Context: an optimization exercise on an open-source flow, tuned for small area and a short achievable clock period. The choices shown serve that exercise and are no tape-out recipe.
Only the layout flow was run in this run; the RTL was not checked for function there.
The clock cells of this run come from the design's own scripts or RTL, not from TritonCTS.
The flow treats the clock pin as an ideal source. Dropping or thinning the clock tree relies on that and would not hold on a real chip.
Power and IR drop assume default switching activity.

## flow/flow/run.sh

```bash
#!/bin/bash
# Standard ORFS layout (the standard.sh) with these changes:
#  - port buffers are buf_1 (input) and buf_2 (output) instead of the delay cell
#    buffer_ports picks by default;
#  - before floorplanning, combinational cells that synthesis upsized are put back
#    to drive 1 (downsize.tcl); timing repair may upsize them again;
#  - clock tree synthesis is replaced by one buf_12 between the clock port and all
#    22 register clock pins (clk_tree.tcl), so every register sees the same clock.
# Each tool's output goes to its own log file here.
set -e
export BUFFER_PORTS_ARGS="-buffer_cell sky130_fd_sc_hd__buf_1"
export PRE_FLOORPLAN_TCL=$(pwd)/flow/downsize.tcl
bash standard.sh place > standard_place.log 2>&1
export RES=$(pwd)/orfs/results/$FLOW_PLATFORM/alu4_top/base
export CLKBUF=sky130_fd_sc_hd__buf_12
export OUTBUF=sky130_fd_sc_hd__buf_2
openroad -no_init -exit flow/clk_tree.tcl > clk_tree.log 2>&1
bash standard.sh > standard_finish.log 2>&1
```

## flow/flow/clk_tree.tcl

```tcl
# Output port buffers set to $OUTBUF (if given).
# Clock tree: one $CLKBUF between the clock port and every register clock pin,
# placed at the centre of the registers, then legalised.
set plat $::env(FLOW_HOME)/platforms/$::env(FLOW_PLATFORM)
read_liberty $plat/lib/sky130_fd_sc_hd__tt_025C_1v80.lib
read_db $::env(RES)/3_place.odb
read_sdc $::env(RES)/3_place.sdc
set block [ord::get_db_block]
set clknet [$block findNet clk]
set master [[ord::get_db] findMaster $::env(CLKBUF)]
if {[info exists ::env(OUTBUF)]} {
  set ob [[ord::get_db] findMaster $::env(OUTBUF)]
  foreach bt [$block getBTerms] {
    if {[$bt getIoType] ne "OUTPUT"} continue
    set drv [[$bt getNet] getFirstOutput]
    if {$drv ne "NULL"} { [$drv getInst] swapMaster $ob; puts "output buffer [[$drv getInst] getName] -> $::env(OUTBUF)" }
  }
}
set buf [odb::dbInst_create $block $master clkbuf_root]
set leaf [odb::dbNet_create $block clknet_root]
$leaf setSigType CLOCK
$clknet setSigType CLOCK
set sx 0; set sy 0; set n 0
foreach it [$clknet getITerms] {
  set inst [$it getInst]
  set loc [$inst getLocation]
  set sx [expr {$sx + [lindex $loc 0]}]; set sy [expr {$sy + [lindex $loc 1]}]; incr n
  set mt [$it getMTerm]
  $it disconnect
  $it connect $leaf
}
puts "moved $n clock sinks to clknet_root"
[$buf findITerm A] connect $clknet
[$buf findITerm X] connect $leaf
$buf setLocation [expr {$sx / $n}] [expr {$sy / $n}]
$buf setPlacementStatus PLACED
global_connect
set_propagated_clock [all_clocks]
detailed_placement
check_placement -verbose
source $plat/setRC.tcl
estimate_parasitics -placement
report_clock_skew
report_checks -path_delay min_max
write_db $::env(RES)/4_1_cts.odb
write_sdc -no_timestamp $::env(RES)/4_cts.sdc
```

## flow/flow/downsize.tcl

```tcl
# Before floorplanning: put every combinational cell that synthesis upsized
# back to its drive-1 variant (timing repair later upsizes where it must).
set n 0
foreach inst [[ord::get_db_block] getInsts] {
  set m [[$inst getMaster] getName]
  if {[regexp {^(sky130_fd_sc_hd__[a-z0-9]+)_([0-9]+)$} $m -> base drive] && $drive > 1 && ![string match *df* $base]} {
    set small [[ord::get_db] findMaster ${base}_1]
    if {$small ne "NULL"} {
      $inst swapMaster $small
      incr n
    }
  }
}
puts "downsize: $n cells set to drive 1"
```

## flow/standard.sh

```bash
#!/bin/bash
# synth_recipe.tcl (not shown) runs the flow's synth.tcl, then flattens the netlist and writes it again
# the make line also repeats each setting of config.mk as NAME=value (left out here)
make -C /OpenROAD-flow-scripts/flow DESIGN_CONFIG=/design/flow/config.mk WORK_HOME=/design/flow/orfs CLKGATE_MAP_FILE= SYNTH_SCRIPT=/design/flow/synth_recipe.tcl "${@:-finish}"
```

## flow/config.mk

```make
export PLATFORM = sky130hd
export DESIGN_NAME = alu4_top
export DESIGN_NICKNAME = alu4_top
export VERILOG_FILES = /design/flow/design.v
export SDC_FILE = /design/flow/constraint.sdc
export NUM_CORES = 4
export LEC_CHECK = 0
export CAP_MARGIN = 20
export CORE_AREA = 2 2 61 61
export DIE_AREA = 0 0 63 63
export SLEW_MARGIN = 20
export SYNTH_HIERARCHICAL = 1
export SYNTH_MINIMUM_KEEP_SIZE = 0
```

## flow/constraint.sdc

```tcl
create_clock -name core_clock -period 5.0 [get_ports {clk}]
set_input_delay 1.0000 -clock core_clock [delete_from_list [all_inputs] [get_ports {clk}]]
set_output_delay 1.0000 -clock core_clock [all_outputs]
set_load 0.01 [all_outputs]
```

## flow/design.v

```verilog
module alu4_top (
  input  wire        clk,
  input  wire [13:0] i,
  output wire [7:0]  o
);
  reg  [13:0] a_q;
  reg  [7:0]  y_q;
  wire [7:0]  y_c;
  alu4 u_alu4 (
    .i_0_(a_q[0]),
    .i_1_(a_q[1]),
    .i_2_(a_q[2]),
    .i_3_(a_q[3]),
    .i_4_(a_q[4]),
    .i_5_(a_q[5]),
    .i_6_(a_q[6]),
    .i_7_(a_q[7]),
    .i_8_(a_q[8]),
    .i_9_(a_q[9]),
    .i_10_(a_q[10]),
    .i_11_(a_q[11]),
    .i_12_(a_q[12]),
    .i_13_(a_q[13]),
    .o_0_(y_c[0]),
    .o_1_(y_c[1]),
    .o_2_(y_c[2]),
    .o_3_(y_c[3]),
    .o_4_(y_c[4]),
    .o_5_(y_c[5]),
    .o_6_(y_c[6]),
    .o_7_(y_c[7])
  );
  always @(posedge clk) begin
    a_q <= i;
    y_q <= y_c;
  end
  assign o = y_q;
endmodule

module alu4 (
	i_9_, i_10_, i_7_, i_8_, i_5_, i_6_, i_3_, i_13_,
	i_4_, i_12_, i_1_, i_11_, i_2_, i_0_, o_1_, o_2_, o_0_, o_7_,
	o_5_, o_6_, o_3_, o_4_);
input i_9_;
input i_10_;
input i_7_;
input i_8_;
input i_5_;
input i_6_;
input i_3_;
input i_13_;
input i_4_;
input i_12_;
input i_1_;
input i_11_;
input i_2_;
input i_0_;
output o_1_;
output o_2_;
output o_0_;
output o_7_;
output o_5_;
output o_6_;
output o_3_;
output o_4_;
wire new_n23;
wire new_n24;
wire new_n25;
wire new_n26;
wire new_n27;
wire new_n28;
wire new_n29;
wire new_n30;
wire new_n31;
wire new_n33;
wire new_n34;
wire new_n35;
wire new_n36;
wire new_n37;
wire new_n38;
wire new_n39;
wire new_n40;
wire new_n41;
wire new_n42;
wire new_n43;
wire new_n44;
wire new_n45;
wire new_n46;
wire new_n47;
wire new_n48;
wire new_n51;
wire new_n52;
wire new_n53;
wire new_n54;
wire new_n55;
wire new_n56;
wire new_n57;
wire new_n58;
wire new_n59;
wire new_n60;
wire new_n62;
wire new_n63;
wire new_n65;
wire new_n67;
  g_inv g00 (.A(i_4_), .Y(new_n23));
  g_nor2 g01 (.A(i_13_), .B(new_n23), .Y(new_n24));
  g_inv g02 (.A(i_9_), .Y(new_n25));
  g_nand2 g03 (.A(new_n25), .B(i_8_), .Y(new_n26));
  g_o211ai g04 (.A1(i_10_), .A2(i_8_), .B1(i_3_), .C1(new_n26), .Y(new_n27));
  g_inv g05 (.A(i_11_), .Y(new_n28));
  g_a21oi g06 (.A1(i_8_), .A2(i_12_), .B1(i_3_), .Y(new_n29));
  g_o21ai g07 (.A1(i_8_), .A2(new_n28), .B1(new_n29), .Y(new_n30));
  g_nand2 g08 (.A(new_n27), .B(new_n30), .Y(new_n31));
  g_xor2 g09 (.A(new_n24), .B(new_n31), .X(o_1_));
  g_nor2 g10 (.A(i_7_), .B(new_n28), .Y(new_n33));
  g_a211o g11 (.A1(i_7_), .A2(i_12_), .B1(i_2_), .C1(new_n33), .X(new_n34));
  g_nand2 g12 (.A(new_n34), .B(new_n30), .Y(new_n35));
  g_o21ai g13 (.A1(i_10_), .A2(i_7_), .B1(i_2_), .Y(new_n36));
  g_a21oi g14 (.A1(new_n25), .A2(i_7_), .B1(new_n36), .Y(new_n37));
  g_inv g15 (.A(new_n37), .Y(new_n38));
  g_nor2 g16 (.A(i_6_), .B(new_n28), .Y(new_n39));
  g_a211oi g17 (.A1(i_6_), .A2(i_12_), .B1(i_1_), .C1(new_n39), .Y(new_n40));
  g_a21o g18 (.A1(new_n35), .A2(new_n38), .B1(new_n40), .X(new_n41));
  g_o21ai g19 (.A1(i_10_), .A2(i_6_), .B1(i_1_), .Y(new_n42));
  g_a21oi g20 (.A1(new_n25), .A2(i_6_), .B1(new_n42), .Y(new_n43));
  g_o21ai g21 (.A1(i_10_), .A2(i_5_), .B1(i_0_), .Y(new_n44));
  g_a21oi g22 (.A1(new_n25), .A2(i_5_), .B1(new_n44), .Y(new_n45));
  g_nor2 g23 (.A(new_n43), .B(new_n45), .Y(new_n46));
  g_nor2 g24 (.A(i_5_), .B(new_n28), .Y(new_n47));
  g_a211oi g25 (.A1(i_5_), .A2(i_12_), .B1(i_0_), .C1(new_n47), .Y(new_n48));
  g_a21oi g26 (.A1(new_n41), .A2(new_n46), .B1(new_n48), .Y(o_2_));
  g_nand3 g27 (.A(new_n46), .B(new_n27), .C(new_n38), .Y(o_0_));
  g_nand2 g28 (.A(new_n30), .B(new_n23), .Y(new_n51));
  g_nand2 g29 (.A(new_n51), .B(new_n27), .Y(new_n52));
  g_nand2 g30 (.A(new_n52), .B(new_n34), .Y(new_n53));
  g_a21oi g31 (.A1(new_n53), .A2(new_n38), .B1(new_n40), .Y(new_n54));
  g_nor2 g32 (.A(new_n45), .B(new_n48), .Y(new_n55));
  g_o31a g33 (.A1(i_13_), .A2(new_n43), .A3(new_n54), .B1(new_n55), .X(new_n56));
  g_nor4 g34 (.A(i_13_), .B(new_n43), .C(new_n55), .D(new_n54), .Y(new_n57));
  g_nor2 g35 (.A(new_n43), .B(new_n40), .Y(new_n58));
  g_nor2 g36 (.A(i_13_), .B(new_n37), .Y(new_n59));
  g_nand2 g37 (.A(new_n53), .B(new_n59), .Y(new_n60));
  g_xor2 g38 (.A(new_n58), .B(new_n60), .X(o_5_));
  g_nand2 g39 (.A(new_n34), .B(new_n38), .Y(new_n62));
  g_nor2 g40 (.A(i_13_), .B(new_n52), .Y(new_n63));
  g_xor2 g41 (.A(new_n62), .B(new_n63), .X(o_6_));
  g_nand3 g42 (.A(o_5_), .B(o_1_), .C(o_6_), .Y(new_n65));
  g_nor3 g43 (.A(new_n56), .B(new_n57), .C(new_n65), .Y(o_7_));
  g_inv g44 (.A(new_n46), .Y(new_n67));
  g_o21bai g45 (.A1(new_n67), .A2(new_n54), .B1_N(new_n48), .Y(o_3_));
  g_nor2 g46 (.A(new_n57), .B(new_n56), .Y(o_4_));
endmodule
module g_a211o (A1, A2, B1, C1, X);
  input A1;
  input A2;
  input B1;
  input C1;
  output X;
  assign X = (A1&A2) | (B1) | (C1);
endmodule
module g_a211oi (A1, A2, B1, C1, Y);
  input A1;
  input A2;
  input B1;
  input C1;
  output Y;
  assign Y = (~A1&~B1&~C1) | (~A2&~B1&~C1);
endmodule
module g_a21o (A1, A2, B1, X);
  input A1;
  input A2;
  input B1;
  output X;
  assign X = (A1&A2) | (B1);
endmodule
module g_a21oi (A1, A2, B1, Y);
  input A1;
  input A2;
  input B1;
  output Y;
  assign Y = (~A1&~B1) | (~A2&~B1);
endmodule
module g_inv (A, Y);
  input A;
  output Y;
  assign Y = (~A);
endmodule
module g_nand2 (A, B, Y);
  input A;
  input B;
  output Y;
  assign Y = (~A) | (~B);
endmodule
module g_nand3 (A, B, C, Y);
  input A;
  input B;
  input C;
  output Y;
  assign Y = (~A) | (~B) | (~C);
endmodule
module g_nor2 (A, B, Y);
  input A;
  input B;
  output Y;
  assign Y = (~A&~B);
endmodule
module g_nor3 (A, B, C, Y);
  input A;
  input B;
  input C;
  output Y;
  assign Y = (~A&~B&~C);
endmodule
module g_nor4 (A, B, C, D, Y);
  input A;
  input B;
  input C;
  input D;
  output Y;
  assign Y = (~A&~B&~C&~D);
endmodule
module g_o211ai (A1, A2, B1, C1, Y);
  input A1;
  input A2;
  input B1;
  input C1;
  output Y;
  assign Y = (~A1&~A2) | (~B1) | (~C1);
endmodule
module g_o21ai (A1, A2, B1, Y);
  input A1;
  input A2;
  input B1;
  output Y;
  assign Y = (~A1&~A2) | (~B1);
endmodule
module g_o21bai (A1, A2, B1_N, Y);
  input A1;
  input A2;
  input B1_N;
  output Y;
  assign Y = (~A1&~A2) | (B1_N);
endmodule
module g_o31a (A1, A2, A3, B1, X);
  input A1;
  input A2;
  input A3;
  input B1;
  output X;
  assign X = (A1&B1) | (A2&B1) | (A3&B1);
endmodule
module g_xor2 (A, B, X);
  input A;
  input B;
  output X;
  assign X = (A&~B) | (~A&B);
endmodule
```

==> results_dict.tcl <==
set metrics [dict create \
    status "no timing/DRC/antenna violations" \
    hp-class "flip-flop to flip-flop" \
    cp_data_arrival_time_ns 0.56 \
    fp-row-count 21 \
    powerDensity_mw_per_mm2 366 \
    io_pins 23 \
    die_y_um 63 \
    antenna_found_initial 0 \
    netlist_instances 69 \
    antennaDiodeCount 0 \
    rsz0062_at_grt "no" \
    path_cells "buf_2" \
    reg2reg_slack_ns 3.47 \
    critical-path-slowest-cell "dfxtp_1" \
    nNetsFinal 109 \
    slew_headroom_pct 74.5 \
    grt_max_degree 23 \
    grt_first_pass_wirelength_um 1970 \
    clk_pin_slew_worst_paths_ns 0.08 \
    yosysWarnings 7 \
    grt_usage_pct 5.67 \
    end_kind "output pin" \
    synth_nets 84 \
    start_util_pct 20.4 \
    gp_congestion 0.827 \
    finalPower_w 0.000311 \
    drc 0 \
    dp.cells 137 \
    maxCapViolations 0 \
    fmax_mhz 642 \
    final_common_cell "dfxtp_1" \
    io_buffers 22 \
    die_area_sq_mm 0.00397 \
    p_leak_nw 0.366 \
    dr.pass1.iters 3 \
    wl_per_cell_um 8.01 \
    max_stage_delay_ns 0.31 \
    fillers 388 \
    post-route-min-period_ns 1.56 \
    core-area_sq_mm 0.00334 \
    grt.overflow.total 0 \
    vdd_drop_max_mv 0.159 \
    design_area_sq_um 850 \
    die-width_um 63 \
    final_cell_mix "22 x dfxtp_1, 14 x buf_1, 10 x nor2_1, 8 x nand2_1, 8 x buf_2" \
    setup_tns_ns 0 \
    worst_slew_pin_slew_ns 0.381 \
    worst-path-buf-inv 1 \
    hold_viol 0 \
    drt-vias-per-instance 3.58 \
    skew_ns 0.00108 \
    finalSetupViolations 0 \
    finalCritPeriodShare_pct 31.2 \
    first_iter_violations 7 \
    dp_hpwl_um 920 \
    cp_data_required_time_ns 4.00 \
    slew_viol_final 0 \
    critPathKind "flip-flop to output pin" \
    start_kind "flip-flop" \
    drive_gt1_share_pct 9.78 \
    critPathMaxFanout 1 \
    ant_nets 0 \
    postRouteWirelength_um 1110 \
    fin_cells 138 \
    dpl-instance-area_sq_um 820 \
    seq_area_sq_um 440 \
    clk-insertion-delay-late_ns 0.12 \
    critPathTopFamily "flip-flops" \
    grt_pass1_vias 447 \
    multiInputGateArea_sq_um 220 \
    num_vias 494 \
]
-- per-stage QoR --
stage                     worst slack, ns  util, %  hold slack (ns)
after global routing                 3.18     25.5            0.594
after detailed placement             3.51     24.6            0.518
after floorplan                      3.64        -            0.484
final                                3.44     25.5            0.532
after global placement               3.54     24.6            0.534
-- state kept, by name, indices dropped and copies added, names as in the netlist --
name	cells
y_q	8
a_q	14
-- where the power goes --
group	switching, W	internal [W]	total (W)
combinational	0.0000233	0.0000181	0.0000414
sequential	0.00000593	0.000190	0.000196
clock	0.0000406	0.0000325	0.0000731
-- layer usage --
metal  track usage (%)  up-vias  share of wire, %
li1                  -      280                 -
met1              8.06      195                54
met2              9.31       17                37
met3             0.901        2               7.9
met4             0.556        0               1.2
met5                 0        -                 0
-- final cells by class --
type | instances | share of cell area [%]
flip-flops and latches | 22 | 51.8
multi-input cells | 42 | 25.9
repair buffers | 22 | 10.9
well taps | 46 | 6.77
plain buffers | 1 | 2.36
inverters | 5 | 2.21
-- worst paths after layout --
| kind | start | to | cells after the start |
|---|---|---|---|
| setup / recovery | y_q[3] | o[3] | 1 |
| hold / removal | a_q[0] | y_q[2] | 2 |
| setup reg to reg | a_q[11] | y_q[7] | 6 |
| hold reg to reg | a_q[0] | y_q[2] | 2 |

[what the ideal ports hide]
Ports are ideal in the flow. The routed layout listed here was re-timed in OpenROAD. Step 1 (the two cells are an assumption about what drives the block):
set clk [get_ports {clk}]
set_driving_cell -lib_cell sky130_fd_sc_hd__clkbuf_16 $clk
set_driving_cell -lib_cell sky130_fd_sc_hd__buf_2 [delete_from_list [all_inputs] $clk]
Step 2 times the ports against the registers' clock, not the clock port: input delays grow and output delays shrink by t, the midpoint of the rising clock arrivals with the driver on. Three values: ideal ports, drivers, drivers and shift; two values: the first two.
t, ns: 0.148
setup WS [ns]: 3.442 / 3.412 / 3.473
hold WS [ns]: 0.532 / 0.532 / 0.532
latest minus earliest clock arrival (ns): 0.001 / 0.002
cell pins on the clock port's net: 1
After both steps setup and hold are still met in this run. The setup slack of this run moves by -0.030 ns with the drivers and by +0.031 ns with both steps.
